Context: an optimization exercise on an open-source flow, tuned for small area and a short achievable clock period. The choices shown serve that exercise and are no tape-out recipe. Only simulation tests tie the RTL to the original design; equivalence was not proved. Power and IR drop assume default switching activity.

File: design.v
module pipelined_RISC(clk, rst, start, imem_addr, imem_rdata, dmem_addr, dmem_wdata, dmem_we, dmem_re, dmem_rdata);
  parameter word_size = 32;
  parameter reg_size = 5;
  parameter opcode_size = 6;
  input clk, rst, start;
  output [word_size-1:0] imem_addr;
  input [word_size-1:0] imem_rdata;
  output [word_size-1:0] dmem_addr, dmem_wdata;
  output dmem_we, dmem_re;
  input [word_size-1:0] dmem_rdata;
  wire [word_size-1:0] instruction_fetch_out;
  wire [word_size-1:0] PC_next_normal_fetch_out;
  wire [word_size-1:0] PC_next_branch;
  wire PCSrc;
  wire [63:0] IF_ID_data_in, IF_ID_data_out;
  assign IF_ID_data_in = {PC_next_normal_fetch_out, instruction_fetch_out};
  fetch_unit F (instruction_fetch_out, PC_next_normal_fetch_out, PC_next_branch, PCSrc, start, clk, rst, imem_addr, imem_rdata);
  Register_Unit IF_ID (IF_ID_data_out, IF_ID_data_in, 1'b1, clk, rst);
  defparam IF_ID.word_size = 64;
  wire [3:0] ex_control_signals_decode_out;
  wire [2:0] mem_control_signals_decode_out;
  wire [1:0] wb_control_signals_decode_out;
  wire [word_size-1: 0] PC_out_decode_out, ReadData1_decode_out, ReadData2_decode_out, sign_extend_out_decode_out;
  wire [reg_size-1:0] rt_decode_out, rd_decode_out;
  wire [word_size-1: 0] PC_next_normal_decode_in, instruction_decode_in, WriteData;
  wire RegWrite;
  wire [reg_size-1:0] WriteReg;
  wire [146:0] ID_EX_data_in, ID_EX_data_out;
  assign instruction_decode_in = IF_ID_data_out[31:0];
  assign PC_next_normal_decode_in = IF_ID_data_out[63:32];
  assign ID_EX_data_in = {ex_control_signals_decode_out, mem_control_signals_decode_out, wb_control_signals_decode_out, PC_out_decode_out, ReadData1_decode_out, ReadData2_decode_out, sign_extend_out_decode_out, rt_decode_out, rd_decode_out};
  decode_unit D (ex_control_signals_decode_out, mem_control_signals_decode_out, wb_control_signals_decode_out, PC_out_decode_out, ReadData1_decode_out, ReadData2_decode_out, sign_extend_out_decode_out, rt_decode_out, rd_decode_out, instruction_decode_in, PC_next_normal_decode_in, WriteReg, WriteData, RegWrite, clk, rst);
  Register_Unit ID_EX (ID_EX_data_out, ID_EX_data_in, 1'b1, clk, rst);
  defparam ID_EX.word_size = 147;
  wire zero_ex_out;
  wire [word_size-1:0] AddResult_ex_out, alu_result_ex_out;
  wire [word_size-1:0] WriteData_ex_out;
  wire [reg_size-1:0] destination_reg_ex_out;
  wire [2:0] mem_control_signals_out_ex_out;
  wire [1:0] wb_control_signals_out_ex_out;
  wire [3:0] ex_control_signals_ex_in;
  wire [reg_size-1:0] rt_ex_in, rd_ex_in;
  wire [word_size-1:0] PC_in_ex_in;
  wire [word_size-1:0] ReadData1_ex_in, ReadData2_ex_in, sign_extended_ex_in;
  wire [2:0] mem_control_signals_ex_in;
  wire [1:0] wb_control_signals_ex_in;
  wire [106:0] EX_MEM_data_out, EX_MEM_data_in;
  assign rd_ex_in = ID_EX_data_out[4:0];
  assign rt_ex_in = ID_EX_data_out[9:5];
  assign sign_extended_ex_in = ID_EX_data_out[41:10];
  assign ReadData2_ex_in = ID_EX_data_out[73:42];
  assign ReadData1_ex_in = ID_EX_data_out[105:74];
  assign PC_in_ex_in = ID_EX_data_out[137:106];
  assign wb_control_signals_ex_in = ID_EX_data_out[139:138];
  assign mem_control_signals_ex_in = ID_EX_data_out[142:140];
  assign ex_control_signals_ex_in = ID_EX_data_out[146:143];
  assign EX_MEM_data_in = {mem_control_signals_out_ex_out, wb_control_signals_out_ex_out, AddResult_ex_out, zero_ex_out, alu_result_ex_out, WriteData_ex_out, destination_reg_ex_out};
  EXStage E (WriteData_ex_out, alu_result_ex_out, zero_ex_out, AddResult_ex_out, destination_reg_ex_out, mem_control_signals_out_ex_out, wb_control_signals_out_ex_out, PC_in_ex_in, ReadData1_ex_in, ReadData2_ex_in, sign_extended_ex_in, rt_ex_in, rd_ex_in, ex_control_signals_ex_in, mem_control_signals_ex_in, wb_control_signals_ex_in);
  Register_Unit EX_MEM (EX_MEM_data_out, EX_MEM_data_in, 1'b1, clk, rst);
  defparam EX_MEM.word_size = 107;
  wire [word_size-1:0] ReadData_mem_out;
  wire [word_size-1:0] Address_mem_out;
  wire [reg_size-1:0] destination_reg_out_mem_out;
  wire [1:0] wb_control_signals_out_mem_out;
  wire [2:0] mem_control_signals_mem_in;
  wire [1:0] wb_control_signals_mem_in;
  wire [word_size-1:0] AddResult_mem_in;
  wire [word_size-1:0] WriteData_mem_in;
  wire [reg_size-1:0] destination_reg_mem_in;
  wire [word_size-1:0] Address_mem_in;
  wire zero_mem_in;
  wire [70:0] MEM_WB_data_out, MEM_WB_data_in;
  assign destination_reg_mem_in = EX_MEM_data_out[4:0];
  assign WriteData_mem_in = EX_MEM_data_out[36:5];
  assign Address_mem_in = EX_MEM_data_out[68:37];
  assign zero_mem_in = EX_MEM_data_out[69];
  assign AddResult_mem_in = EX_MEM_data_out[101:70];
  assign wb_control_signals_mem_in = EX_MEM_data_out[103:102];
  assign mem_control_signals_mem_in = EX_MEM_data_out[106:104];
  assign MEM_WB_data_in = {wb_control_signals_out_mem_out, ReadData_mem_out, Address_mem_out, destination_reg_out_mem_out};
  MEMStage M (ReadData_mem_out, Address_mem_out, destination_reg_out_mem_out, wb_control_signals_out_mem_out, PC_next_branch, PCSrc, AddResult_mem_in, Address_mem_in, zero_mem_in, WriteData_mem_in, destination_reg_mem_in,  mem_control_signals_mem_in, wb_control_signals_mem_in, clk, dmem_addr, dmem_wdata, dmem_we, dmem_re, dmem_rdata);
  Register_Unit MEM_WB (MEM_WB_data_out, MEM_WB_data_in, 1'b1, clk, rst);
  defparam MEM_WB.word_size = 71;
  wire [1:0] wb_control_signals_wb_in;
  wire [word_size-1:0] ReadData_wb_in;
  wire [reg_size-1:0] destination_reg_wb_in;
  wire [word_size-1:0] Address_wb_in;
  assign destination_reg_wb_in = MEM_WB_data_out[4:0];
  assign Address_wb_in = MEM_WB_data_out[36:5];
  assign ReadData_wb_in = MEM_WB_data_out[68:37];
  assign wb_control_signals_wb_in = MEM_WB_data_out[70:69];
  WBStage WB (WriteReg, WriteData, RegWrite, ReadData_wb_in, Address_wb_in, destination_reg_wb_in, wb_control_signals_wb_in);
endmodule
module fetch_unit (instruction, PC_next_normal, PC_next_branch, PCSrc, start, clk, rst, imem_addr, imem_rdata);
  parameter word_size = 32;
  output [word_size-1:0] instruction;
  output [word_size-1:0] PC_next_normal;
  input [word_size-1:0] PC_next_branch;
  input PCSrc, start;
  input clk, rst;
  output [word_size-1:0] imem_addr;
  input [word_size-1:0] imem_rdata;
  wire [word_size-1: 0] mux_out, inst_address, reg_out;
  wire cout;
  wire [word_size-1: 0] start_address = 0;
  mux_2 mux_fetch (mux_out, PC_next_normal, PC_next_branch, PCSrc);
  defparam mux_fetch.word_size = 32;
  mux_2 mux_start (reg_out, mux_out, start_address, start);
  defparam mux_start.word_size = 32;
  Register_Unit PC (inst_address, reg_out, 1'b1, clk, rst);
  carry_select_32bit CSA_fetch (PC_next_normal, cout, inst_address, 32'd4, 1'b0);
  assign imem_addr = inst_address;
  assign instruction = imem_rdata;
endmodule
module decode_unit (ex_control_signals, mem_control_signals, wb_control_signals, PC_out, ReadData1, ReadData2, sign_extend_out, rt, rd, instruction, PC_in, WriteReg, WriteData, RegWrite, clk, rst);
  parameter word_size = 32;
  parameter reg_size = 5;
  parameter opcode_size = 6;
  output [3:0] ex_control_signals;
  output [2:0] mem_control_signals;
  output [1:0] wb_control_signals;
  output [word_size-1: 0] PC_out, ReadData1, ReadData2, sign_extend_out;
  output [reg_size-1:0] rt, rd;
  input [word_size-1: 0] PC_in, instruction, WriteData;
  input RegWrite, clk, rst;
  input [reg_size-1:0] WriteReg;
  wire [opcode_size-1:0] opcode;
  wire [reg_size-1:0] rs, rt, rd;
  wire [15:0] address;
  assign rs = instruction[25:21];
  assign rt = instruction[20:16];
  assign rd = instruction[15:11];
  assign PC_out = PC_in;
  assign opcode = instruction[31:26];
  assign address = instruction[15:0];
  control_unit C (ex_control_signals, mem_control_signals, wb_control_signals, opcode);
  Register_Bank regs (ReadData1, ReadData2, rs, rt, WriteReg, WriteData, RegWrite, clk, rst);
  sign_extend S (.out(sign_extend_out), .in(address));
endmodule
module EXStage (WriteData, alu_result, zero, AddResult, destination_reg, mem_control_signals_out, wb_control_signals_out, PC_in, ReadData1, ReadData2, sign_extended, rt, rd, ex_control_signals, mem_control_signals, wb_control_signals);
  parameter word_size = 32;
  parameter reg_size = 5;
  parameter fun_size = 6;
  output zero;
  output [word_size-1:0] AddResult, alu_result;
  output [word_size-1:0] WriteData;
  output [reg_size-1:0] destination_reg;
  output [2:0] mem_control_signals_out;
  output [1:0] wb_control_signals_out;
  input [3:0] ex_control_signals;
  input [reg_size-1:0] rt, rd;
  input [word_size-1:0] PC_in;
  input [word_size-1:0] ReadData1, ReadData2, sign_extended;
  input [2:0] mem_control_signals;
  input [1:0] wb_control_signals;
  wire [word_size-1:0] mux_output;
  wire [fun_size-1:0] Functfield;
  wire [word_size-1:0] shift_left_out;
  wire [3:0] aluCTRL;
  wire RegDst, ALUSrc, ALUOp1, ALUOp0,Cout;
  wire [1:0] ALUOp;
  assign {RegDst, ALUSrc, ALUOp1, ALUOp0} = ex_control_signals;
  assign Functfield = sign_extended [5:0];
  assign ALUOp = {ALUOp1,ALUOp0};
  assign WriteData = ReadData2;
  assign mem_control_signals_out = mem_control_signals;
  assign wb_control_signals_out = wb_control_signals;
  mux_2 MUX1 (mux_output, ReadData2, sign_extended, ALUSrc);
  defparam MUX1.word_size = 32;
  mux_2 MUX2 (destination_reg, rt, rd, RegDst);
  defparam MUX2.word_size = 5;
  ALU_control alc (aluCTRL, ALUOp, Functfield);
  Shiftleft sl2 (.dout(shift_left_out), .din(sign_extended));
  carry_select_32bit Add (AddResult, Cout, PC_in, shift_left_out, 1'b0);
  alu  ALU (alu_result, zero, ReadData1, mux_output, aluCTRL);
endmodule
module MEMStage (ReadData, AluResult_out, destination_reg_out, wb_control_signals_out, PC_next_branch, PCSrc, AddResult, Address, zero, WriteData, destination_reg,  mem_control_signals, wb_control_signals, clk, dmem_addr, dmem_wdata, dmem_we, dmem_re, dmem_rdata);
    parameter word_size = 32;
    parameter reg_size = 5;
    output [word_size-1:0] ReadData;
    output [word_size-1:0] AluResult_out;
  	output [word_size-1:0] PC_next_branch;
    output [reg_size-1:0] destination_reg_out;
    output [1:0] wb_control_signals_out;
    output PCSrc;
    input [2:0] mem_control_signals;
    input [1:0] wb_control_signals;
    input [word_size-1:0] AddResult;
    input [word_size-1:0] WriteData;
    input [reg_size-1:0] destination_reg;
    input [word_size-1:0] Address;
    input zero;
    input clk;
    output [word_size-1:0] dmem_addr, dmem_wdata;
    output dmem_we, dmem_re;
    input [word_size-1:0] dmem_rdata;
    wire MemRead, MemWrite, Branch;
    assign PC_next_branch = AddResult;
    assign {MemRead, MemWrite, Branch} = mem_control_signals;
    assign wb_control_signals_out = wb_control_signals;
    assign AluResult_out = Address;
    assign destination_reg_out = destination_reg;
    and (PCSrc, Branch, zero);
    assign dmem_addr = Address;
    assign dmem_wdata = WriteData;
    assign dmem_we = MemWrite;
    assign dmem_re = MemRead;
    assign ReadData = dmem_rdata;
endmodule
module WBStage (WriteReg, WriteData, RegWrite, ReadData, AluResult, destination_reg, wb_control_signals);
    parameter word_size = 32;
    parameter reg_size = 5;
    output [word_size-1:0] WriteData;
    output [reg_size-1:0] WriteReg;
    output RegWrite;
    input [1:0] wb_control_signals;
    input [word_size-1:0] ReadData;
    input [reg_size-1:0] destination_reg;
    input [word_size-1:0] AluResult;
    wire MemtoReg;
    assign {RegWrite, MemtoReg} = wb_control_signals;
    assign WriteReg = destination_reg;
    mux_2 MUX3(WriteData, AluResult, ReadData, MemtoReg);
    defparam MUX3.word_size = 32;
endmodule
module Shiftleft(dout, din);
  parameter word_size = 32;
  output [word_size-1:0] dout;
  input [word_size-1:0] din;  
  assign dout = din << 2;  
endmodule 
module ALU_control (aluCTRL, ALUOp, Functfield);
  parameter fun_size = 6;
  output [3:0] aluCTRL;
  input [1:0] ALUOp;
  input [fun_size-1:0] Functfield;
  wire t1, t2;
  or (t1, Functfield[0], Functfield[3]);
  and (aluCTRL[0], ALUOp[1], t1);
  and (t2, Functfield[1], ALUOp[1]);
  or (aluCTRL[2], ALUOp[0], t2);
  or (aluCTRL[1], ~ALUOp[1], ~Functfield[2]);
  assign aluCTRL[3]= 1'b0;
endmodule
module alu (alu_result, zero, data1, data2, aluCTRL);
  parameter word_size = 32;
  output zero;
  output reg [word_size-1:0] alu_result;
  input [word_size-1:0] data1, data2;
  input [3:0] aluCTRL;
  reg [word_size-1:0] b;     
  reg [word_size-1:0] out;   
  wire [word_size-1:0] out_addsub;   
  reg cin;
  wire cout;
  carry_select_32bit CSA (out_addsub, cout, data1, b, cin);
  assign zero = ~|alu_result;   
  parameter ADD = 4'b0010;
  parameter SUB = 4'b0110;
  parameter AND = 4'b0000;
  parameter  OR = 4'b0001;
  parameter SLT = 4'b0111;
  parameter NOR = 4'b1100;
  always @(aluCTRL or data1 or data2) begin
    b = data2;
    cin = 1'b0;
    out = 0;
	case (aluCTRL)
      ADD: begin
        b = data2;
        cin = 1'b0;
      end
      SUB: begin
        b = ~data2;
        cin = 1'b1;
      end
      AND: out = data1 & data2;
      OR: out = data1 | data2;
      NOR: out = ~(data1 | data2);
      SLT: begin
        if(data1 < data2) out = 1'b1;
        else out = 1'b0;
      end
	endcase
  end
  always @(*) begin
    if (aluCTRL == ADD | aluCTRL == SUB) alu_result = out_addsub;
    else alu_result = out;
  end
endmodule
module control_unit (ex_control_signals, mem_control_signals, wb_control_signals, opcode);
  parameter opcode_size = 6;
  input [opcode_size-1:0] opcode;
  output [3:0] ex_control_signals;
  output [2:0] mem_control_signals;
  output [1:0] wb_control_signals;
  wire RegDst, ALUSrc, MemtoReg, RegWrite, MemRead, MemWrite, Branch, ALUOp1, ALUOp0;
  wire Rformat, lw, sw, beq;
  wire op2_neg, op3_neg, op4_neg;
  assign op2_neg = ~opcode[2];
  assign op3_neg = ~opcode[3];
  assign op4_neg = ~opcode[4];
  nor a1 (Rformat, opcode[0], opcode[1], opcode[2], opcode[3], opcode[4], opcode[5]);
  and a2 (lw, opcode[0], opcode[1], op2_neg, op3_neg, op4_neg, opcode[5]);
  and a3 (sw, opcode[0], opcode[1], op2_neg, opcode[3], op4_neg, opcode[5]);
  nor a4 (beq, opcode[0], opcode[1], op2_neg, opcode[3], opcode[4], opcode[5]);
  assign RegDst = Rformat;
  assign ALUSrc = (lw | sw);
  assign MemtoReg = lw;
  assign RegWrite = (Rformat | lw);
  assign MemRead = lw;
  assign MemWrite = sw;
  assign Branch = beq;
  assign ALUOp1 = Rformat;
  assign ALUOp0 = beq;
  assign ex_control_signals = {RegDst, ALUSrc, ALUOp1, ALUOp0};
  assign mem_control_signals = {MemRead, MemWrite, Branch};
  assign wb_control_signals = {RegWrite, MemtoReg};
endmodule
module Register_Bank (ReadData1, ReadData2, ReadReg1, ReadReg2, WriteReg, WriteData, RegWrite, clk, rst);
  parameter word_size = 32;
  parameter reg_size = 5;
  parameter RegTotal = 32;
  input [reg_size-1: 0] ReadReg1, ReadReg2, WriteReg;
  input [word_size-1: 0] WriteData;
  input RegWrite, clk, rst;
  output reg [word_size-1: 0] ReadData1, ReadData2;
  reg [RegTotal-1:0] LoadRegVector;
  wire [word_size-1: 0] RegDataOut [RegTotal-1: 0];
  genvar i;
  generate
    for (i = 0; i < RegTotal; i = i + 1) begin
      Register_Unit regs (.data_out(RegDataOut[i]), .data_in(WriteData), .load(LoadRegVector[i]), .clk(clk), .rst(rst));
    end
  endgenerate
  always @(*) begin 
    ReadData1 = RegDataOut[ReadReg1];
    ReadData2 = RegDataOut[ReadReg2];
    if (RegWrite) LoadRegVector = (1 << WriteReg);    
    else LoadRegVector = 0;
  end
endmodule
module sign_extend (out, in);
  parameter word_size = 32;
  input [(word_size/2)-1: 0] in;
  output wire [word_size-1: 0] out;
  assign out[(word_size/2)-1: 0] = in;
  assign out[word_size-1: word_size/2] = {(word_size/2){in[(word_size/2)-1]}};
endmodule
module Register_Unit (data_out, data_in, load, clk, rst);
  parameter word_size = 32;
  output [word_size-1: 0] data_out;
  input [word_size-1: 0] data_in;
  input load;
  input clk, rst;
  reg [word_size-1: 0] data_out;
  always @ (posedge clk or negedge rst) begin
    if (rst == 0) data_out <= 0; 
  	else if (load) data_out <= data_in;
  end
endmodule
module carry_select_32bit (out, cout, a, b, cin);
  parameter word_size = 32;
  output [word_size-1:0] out;
  output cout;
  input [word_size-1:0] a, b;
  input cin;
  wire c4, c8, c12, c16, c20, c24, c28;
  ripple_carry_4bit unit0 (out[3:0], c4, a[3:0], b[3:0], cin);
  adder_4bit unit1 (out[7:4], c8, a[7:4], b[7:4], c4);
  adder_4bit unit2 (out[11:8], c12, a[11:8], b[11:8], c8);
  adder_4bit unit3 (out[15:12], c16, a[15:12], b[15:12], c12);
  adder_4bit unit4 (out[19:16], c20, a[19:16], b[19:16], c16);
  adder_4bit unit5 (out[23:20], c24, a[23:20], b[23:20], c20);
  adder_4bit unit6 (out[27:24], c28, a[27:24], b[27:24], c24);
  adder_4bit unit7 (out[31:28], cout, a[31:28], b[31:28], c28);
endmodule
module adder_4bit (out, cout, a, b, cin);
  output [3:0] out;
  output cout;
  input [3:0] a, b;
  input cin;
  wire [3:0] out0, out1;
  wire cout_0, cout_1;
  ripple_carry_4bit RCA0 (out0, cout_0, a, b, 1'b0);
  ripple_carry_4bit RCA1 (out1, cout_1, a, b, 1'b1);
  mux_2 mbit0 (out[0], out0[0], out1[0], cin);
  mux_2 mbit1 (out[1], out0[1], out1[1], cin);
  mux_2 mbit2 (out[2], out0[2], out1[2], cin);
  mux_2 mbit3 (out[3], out0[3], out1[3], cin);
  mux_2 carry (cout, cout_0, cout_1, cin);
endmodule
module ripple_carry_4bit (out, cout, a, b, cin);
  output [3:0] out;
  output cout;
  input [3:0] a, b;
  input cin;
  wire c1, c2, c3;
  full_adder F0 (out[0], c1, a[0], b[0], cin);
  full_adder F1 (out[1], c2, a[1], b[1], c1);
  full_adder F2 (out[2], c3, a[2], b[2], c2);
  full_adder F3 (out[3], cout, a[3], b[3], c3);
endmodule
module full_adder (out, cout, a, b, cin);  
  output reg out, cout;
  input a, b, cin;
  always @ (*) begin
    out = a ^ b ^ cin;
    cout = (a & b) | (b & cin) | (a & cin);
  end
endmodule
module mux_2 (mux_out, data_a, data_b, sel);
  parameter word_size = 1;
  output reg [word_size-1: 0] mux_out;
  input [word_size-1: 0] data_a, data_b;
  input sel;
  always @ (*) begin
  	mux_out = (sel == 0) ? data_a: data_b; 
  end
endmodule
File: run.sh
#!/bin/bash
# synth_recipe.tcl (not shown) runs the flow's synth.tcl, then flattens the netlist and writes it again
# the make line also repeats each setting of config.mk as NAME=value (left out here)
make -C /OpenROAD-flow-scripts/flow DESIGN_CONFIG=/design/flow/config.mk WORK_HOME=/design/flow/orfs CLKGATE_MAP_FILE= SYNTH_SCRIPT=/design/flow/synth_recipe.tcl finish
File: config.mk
export PLATFORM = sky130hd
export DESIGN_NAME = pipelined_RISC
export DESIGN_NICKNAME = pipelined_RISC
export VERILOG_FILES = /design/flow/design.v
export SDC_FILE = /design/flow/constraint.sdc
export NUM_CORES = 4
export LEC_CHECK = 0
export CAP_MARGIN = 20
export CORE_MARGIN = 2
export CORE_UTILIZATION = 40
export SLEW_MARGIN = 20
File: constraint.sdc
create_clock -name core_clock -period 8.0 [get_ports {clk}]
set_input_delay 1.6000 -clock core_clock [delete_from_list [all_inputs] [get_ports {clk}]]
set_output_delay 1.6000 -clock core_clock [all_outputs]
set_load 0.01 [all_outputs]
==> impl_summary.txt <==
----------------------------------------------------
[Critical path]
  Start point of the critical path ... ID_EX.data_out[144]$_DFF_PN0_
  Setup Crit Path Kind ... reg2reg
  Arrival time worst endpoint ... 7650 ps
  CP max FO ... 19
  Critical path destination ... EX_MEM.data_out[69]$_DFF_PN0_
  Slowest cell on the critical path ... sky130_fd_sc_hd__a2111oi_1
  R2R cell count ... 20
  Category of the worst setup path capture point ... flop
  Slowest Stage Delay on Critical Path ... 620 ps
  Cell-by-cell listing of the critical path ... a21oi_2, buf_4, nor2_8, xnor2_1, fa_1, inv_1, fa_1, fa_1, mux2i_1, o31ai_1, nand4_1, a31oi_4, nor4b_1, or4b_4, nand4bb_1, a2111oi_1, nand4bb_1, nor4_1, o2111ai_1, nor4b_2
  R2R setup slack ... 1050 ps
  Reg-to-Reg Start ... ID_EX.data_out[144]$_DFF_PN0_
  Endpoint of the worst register-to-register path ... EX_MEM.data_out[69]$_DFF_PN0_
  Critical path launch point type ... flop
  CP most frequent cell ... sky130_fd_sc_hd__fa_1
  Endpoint required time on the critical path ... 8700 ps

[Floorplanning]
  Area of the core region ... 165000 um2
  I/O Pins ... 165
  Die area ... 169000 um2
  Die Y ... 411 um
  Cell Rows ... 149
  Die span in x ... 411 um
  Initial core utilization ... 40.2%

[Hold path]
  Worst hold path class ... reg2reg

[Final layout]
  Share of post-route cells with drive strength above 1 ... 9.82%
  Net count reported at finish ... 6705
  Layout-stage area growth over the synthesis result ... 13.8%
  Cell Count, Final, Fillers Out ... 8775
  Final core occ ... 45.8%

[Timing]
  Post-layout minimum cycle time ... 6950 ps
  Total Negative Setup Slacks ... 0 ps
  Post-route fraction of the period consumed by the critical path ... 86.9%
  Setup-failing EPs final ... 0
  Final hold slack ... 343 ps
  Final-report max-slew violation count ... 0
  Relative slew slack ... 13.3%
  Upper clock frequency limit ... 0.144 GHz
  Setup repair after global routing missed its margin ... no
  Clock skew ... 36.9 ps
  Count of endpoints failing hold in the final timing report ... 0
  Worst-margin pin slew ... 1300 ps

[Synth]
  Most numerous cell in the Yosys netlist ... sky130_fd_sc_hd__dfrtp_1
  Dominant cell type by area after synthesis ... sky130_fd_sc_hd__dfrtp_1
  Number of cells produced by synthesis ... 6612
  Post-synthesis instance area ... 66300 um2
  Post-synthesis async set-or-reset flop share ... 100%
  Cell variety after synth ... 103
  Yosys warnings ... 11
  Share of synthesized area occupied by flip-flops and latches ... 53.6%
  Top post-synthesis cells by area ... sky130_fd_sc_hd__dfrtp_1, sky130_fd_sc_hd__a21oi_1, sky130_fd_sc_hd__a22o_1, sky130_fd_sc_hd__nor2_1, sky130_fd_sc_hd__a221oi_1
  Cell types with the highest counts after synthesis ... sky130_fd_sc_hd__dfrtp_1, sky130_fd_sc_hd__nor2_1, sky130_fd_sc_hd__a21oi_1
  Syn Nets ... 6869
  Register bit total from synthesis ... 1420
  EDFF count, synth ... 0
  Area fraction of the dominant cell type after synthesis ... 53.6%
  Most frequently used flop master after synthesis ... sky130_fd_sc_hd__dfrtp_1
  Mean post-synth cell area ... 10.0 um2

[Clocking]
  Clock Latency Late Sink ... 820 ps
  # hold bufs at CTS ... 0
  Post-CTS resize count ... 0
  Setup repair bufs after CTS ... 0
  Root buf cell ... sky130_fd_sc_hd__clkbuf_16
  Register clock-pin slew on the reported worst setup and hold paths ... 60 ps
  Buffer levels on the longest clock path ... 3
  H-tree level count ... 4
  Sinks on Clock Net ... 1420
  TritonCTS clock tree ... built
  CTS buffer count ... 152

[Global routing]
  All-layer global routing usage ... 35.5%
  Number of global-route vias before repair ... 56500
  Wire length of the first global-routing pass ... 428 mm
  Sum of overflow across all layers after global routing ... 0
  Number of antenna violations at the first check in global routing ... 20
  Largest net degree at the start of global routing ... 172

[Detailed routing]
  Drt first pass iters ... 12
  1st-iter DRT viols ... 10000
  Antenna viol nets, final ... 0
  DRC Markers ... 0
  Wire length reported by the detailed router ... 306 mm
  Detailed-route wire length per cell ... 34.9 um
  Avg Vias per Cell ... 6.76
  Total via count after detailed routing ... 59300

[Power and ir drop]
  Power Density ... 221 nW/um2
  Highest ir drop seen on vdd ... 0.252 mV
  Static leakage power ... 33.3 nW

[Place]
  Buffers on Ports ... 164
  Dpl hpwl ... 166 mm
  Cells after DPL ... 8479
  Final GP Congestion ... 0.935

[Flow run]
  Max-capacitance violation count ... 0

[Status]
  Run status ... finished clean

----------------------------------------------------
per-layer routing:
metal | share of wire [%] | wire length, um | up-vias | track usage (%)
met4 | 7.5 | 22800 | 26 | 20.5
met3 | 16 | 49300 | 1577 | 17.0
li1 | - | - | 23800 | -
met1 | 36 | 111000 | 28900 | 44.6
met5 | 0.11 | 333 | - | 0.735
met2 | 40 | 123000 | 5065 | 49.6
state kept, by name, indices dropped and copies added (netlist names):
register and count:
F.PC.data_out 32, ID_EX.data_out 123, EX_MEM.data_out 106, D.regs.genblk1.regs.data_out 1024
IF_ID.data_out 64, MEM_WB.data_out 71
kinds of logic (layout without fill, tap and decap cells):
| logic type | count (synthesis) | in the layout | synth area share (%) |
|---|---|---|---|
| other cells | 0 | 15 | 0 |
| xor+xnor | 74 | 74 | 0.978 |
| flops | 1420 | 1420 | 53.6 |
| buf+inv | 767 | 726 | 4.94 |
| compound gates | 2405 | 2405 | 24.4 |
| mux | 85 | 85 | 1.39 |
| simple gates | 1671 | 1671 | 11.0 |
| fa+ha+maj | 190 | 190 | 3.63 |
power breakdown:
part | switching (mW) | internal, mW
clock network | 3.12 | 4.29
logic | 1.04 | 0.448
registers | 0.304 | 7.48
layout make-up:
type / instances / area (um2)
diodes: 15 / 37.5
well taps: 2189 / 2740
clock buffers: 219 / 4550
flip-flops and latches: 1420 / 35500
fillers: 15400 / 89400
multi-input cells: 4425 / 28400
inverters: 120 / 450
clock inverters: 58 / 636
repair buffers: 329 / 3060
metrics by stage:
step | setup slack (ps) | area, um2 | power [mW]
after floorplan | 1690 | 66300 | 8.54
after global routing | 707 | 75400 | 17.1
after detailed placement | 1130 | 70100 | 9.33
final | 1050 | 75400 | 16.7
after CTS | 1110 | 75300 | 16.6
after global placement | 1150 | 70100 | 9.30
layout by cell type (no fill, tap or decap), types with 30 or more instances in the layout:
| cell type | count |
|---|---|
| sky130_fd_sc_hd__xnor2_1 | 61 |
| sky130_fd_sc_hd__ha_1 | 186 |
| sky130_fd_sc_hd__nor2_4 | 77 |
| sky130_fd_sc_hd__clkbuf_8 | 35 |
| sky130_fd_sc_hd__inv_1 | 117 |
| sky130_fd_sc_hd__a21oi_1 | 766 |
| sky130_fd_sc_hd__buf_4 | 153 |
| sky130_fd_sc_hd__a22o_1 | 354 |
| sky130_fd_sc_hd__clkbuf_16 | 159 |
| sky130_fd_sc_hd__dfrtp_1 | 1418 |
| sky130_fd_sc_hd__o21ai_0 | 429 |
| sky130_fd_sc_hd__a22oi_1 | 321 |
| sky130_fd_sc_hd__clkdlybuf4s50_1 | 163 |
| sky130_fd_sc_hd__nand3_1 | 90 |
| sky130_fd_sc_hd__nand2_1 | 443 |
| sky130_fd_sc_hd__o32a_1 | 64 |
| sky130_fd_sc_hd__a221oi_1 | 322 |
| sky130_fd_sc_hd__nor3_1 | 30 |
| sky130_fd_sc_hd__nand4_1 | 139 |
| sky130_fd_sc_hd__nor2_1 | 732 |
critical path, delay by kind of cell, from the launching register on:
family	cells	cell delay [ps]
compound gates	5	2160
fa+ha+maj	3	1170
simple gates	8	2150
xor+xnor	1	240
buf+inv	2	340
mux	1	210
flops	1	560
how the worst min path moves through the flow:
stage	startpoint	slack (ps)	depth (start not counted)	to
CTS	EX_MEM.data_out[4]$_DFF_PN0_	340	0	MEM_WB.data_out[4]$_DFF_PN0_
detailed placement	IF_ID.data_out[37]$_DFF_PN0_	330	0	ID_EX.data_out[111]$_DFF_PN0_
finish	EX_MEM.data_out[4]$_DFF_PN0_	340	0	MEM_WB.data_out[4]$_DFF_PN0_
global placement	IF_ID.data_out[43]$_DFF_PN0_	330	0	ID_EX.data_out[117]$_DFF_PN0_
floorplan	ID_EX.data_out[142]$_DFF_PN0_	330	0	EX_MEM.data_out[102]$_DFF_PN0_
global route	IF_ID.data_out[34]$_DFF_PN0_	350	0	ID_EX.data_out[108]$_DFF_PN0_

port drivers added, routing unchanged:
The results above use ideal ports. As a check the final layout listed here was re-extracted and re-timed, cells and wires unchanged. Step 1: set_driving_cell puts a clkbuf_16 on clk and a buf_2 on each other input, an assumption about the parent block. Step 2 moves the port delays by t, midway between the first and last clock arrival at a register: inputs arrive t later, outputs are due t later. That takes back most of the time a late clock gives input paths. a / b / c = no drivers / after step 1 / after step 2; a / b = the first two.
t (ns): 0.885
slack for setup (ns): 1.049 / 1.049 / 1.049
clock arrival spread, ns: 0.037 / 0.037
worst register clock-pin slew, ns: 0.07 / 0.07
After both steps setup and hold are still met in this run. The setup slack of this run moves by 0.000 ns with the drivers and by 0.000 ns with both steps.
